What follows belongs to an exercise in optimizing a design on an open flow for small area and a short achievable clock period; a production flow would make more cautious choices. Only simulation tests tie the RTL to the original design; equivalence was not proved. Power is estimated from default activity; no workload was simulated.

==> flow/design.v (excerpt) <==
module pow_5_pipe
(
    input             clock,
    input      [17:0] n,
    output reg [17:0] n_pow_5
);
Size in the first run: ~520 cells after synthesis, roughly 37 I/O pins, roughly 0.0052 mm² of cells after synthesis.
Settings: LEC_CHECK=0, CAP_MARGIN=20, CORE_MARGIN=2, CORE_UTILIZATION=40, CTS_BUF_LIST=sky130_fd_sc_hd__clkbuf_4 sky130_fd_sc_hd__clkbuf_8, CTS_CLUSTER_DIAMETER=60, CTS_CLUSTER_SIZE=40, PLACE_DENSITY=0.75, SETUP_SLACK_MARGIN=4.2, SLEW_MARGIN=20; clock period 6.4 ns.
standard.sh (not shown) runs the stock make flow with config.mk's settings and CLKGATE_MAP_FILE= SYNTH_SCRIPT=/design/flow/synth_recipe.tcl, a recipe that flattens the netlist after the stock synthesis.
==> flow/flow/run.sh <==
#!/bin/bash
# The standard layout, with these changes to how the layout is made:
#  - synthesis skips Yosys's early "abc -fast" pass (synth -noabc), so that extract_fa
#    finds the carry-save adder tree as the RTL writes it; everything else in the
#    synthesis script is the standard flow's (including -nofsm -noshare, flatten and renaming)
#  - port buffers use sky130_fd_sc_hd__buf_1 (every input and output still gets its own buffer)
#  - clock tree synthesis does not add dummy load cells
set -o pipefail
export BUFFER_PORTS_ARGS="-buffer_cell sky130_fd_sc_hd__buf_1"
export CTS_ARGS="-sink_clustering_enable -repair_clock_nets -dont_use_dummy_load -sink_clustering_size 40 -sink_clustering_max_diameter 60 -buf_list {sky130_fd_sc_hd__clkbuf_4 sky130_fd_sc_hd__clkbuf_8}"
sed '1s/yosys synth -nofsm -noshare /yosys synth -nofsm -noshare -noabc /' synth_recipe.tcl > flow_synth.tcl
sed "s#SYNTH_SCRIPT=[^ ]*synth_recipe.tcl#SYNTH_SCRIPT=$PWD/flow_synth.tcl#" standard.sh > flow_standard.sh
grep -q -- "-noabc" flow_synth.tcl && grep -q "flow_synth.tcl" flow_standard.sh || { echo "could not set up synthesis script" > standard.log; exit 1; }
bash flow_standard.sh finish > standard.log 2>&1
Change:
--- a/flow/design.v
+++ b/flow/design.v
@@ -303,17 +303,13 @@
     wire w169 = t_3[24] ^ w166 ^ w167;
     wire w170 = (t_3[24] & w166) | (t_3[24] & w167) | (w166 & w167);
     wire w171 = t_3[25] ^ t_3[26] ^ t_3[27];
     wire w172 = (t_3[25] & t_3[26]) | (t_3[25] & t_3[27]) | (t_3[26] & t_3[27]);
     wire w173 = w168 ^ w171 ^ w170;
     wire w174 = (w168 & w171) | (w168 & w170) | (w171 & w170);
-    wire w175 = t_3[28] ^ t_3[29];
-    wire w176 = t_3[30] ^ t_3[31];
-    wire w177 = t_3[32] ^ w175;
-    wire w178 = w176 ^ w177;
-    wire w179 = w172 ^ w178;
-    wire w180 = w179 ^ w174;
-    wire [11:0] s0 = {1'b0, w173, w169, t_3[20], t_3[16], w163, t_3[12], t_3[10], t_3[9], t_3[8], t_3[7], t_3[6]};
+    wire w175 = t_3[28] ^ t_3[29] ^ t_3[30];
+    wire w176 = t_3[31] ^ t_3[32] ^ w172;
+    wire w177 = w175 ^ w176 ^ w174;
+    wire [11:0] s0 = {w177, w173, w169, t_3[20], t_3[16], w163, t_3[12], t_3[10], t_3[9], t_3[8], t_3[7], t_3[6]};
     wire [11:0] s1 = {1'b0, 1'b0, 1'b0, w165, w164, 1'b0, 1'b0, t_3[11], 1'b0, 1'b0, 1'b0, 1'b0};
-    wire [11:0] sum = s0 + s1;
-    always @(posedge clock) n_pow_5 <= {sum[11] ^ w180, sum[10:0], t_3[5], t_3[4], t_3[3], t_3[2], t_3[1], t_3[0]};
+    always @(posedge clock) n_pow_5 <= {s0 + s1, t_3[5], t_3[4], t_3[3], t_3[2], t_3[1], t_3[0]};
 endmodule
Effect:
- total power fell by about 1.6%
- via count fell by about 2.2%
- count of clock-buffer cells in the layout does not change
- non-clock buffer count rose by 2
- setup slack improves by 15 ps
- sequential power stays flat
- critical path depth does not change
- fmax rose by about 0.7%
- synthesized cell count fell by 1.2%
- wire length rose by 0.44%

## port drivers added, routing unchanged
In the flow no input, the clock included, has a driving cell. The finished layouts below were timed again as built, in two steps.
Step 1 assumes that a clkbuf_16 drives the clock port and a buf_2 every other input.
Step 2 adds t to the input delays and takes it off the output delays; t is the mean of the earliest and latest rising clock arrival at the registers after step 1. Input paths then give back, and output paths get back, about the clock's delay inside the block.
Slacks: ideal / step 1 / step 2; pairs: ideal / step 1.
| run | t (ns) | slack for setup (ns) | worst setup path after step 2 |
|---|---|---|---|
| the first run | 0.413 | 4.180 / 4.180 / 4.180 | register to register |
| the second run | 0.408 | 4.194 / 4.194 / 4.194 | register to register |
After both steps setup and hold are still met in every run listed.
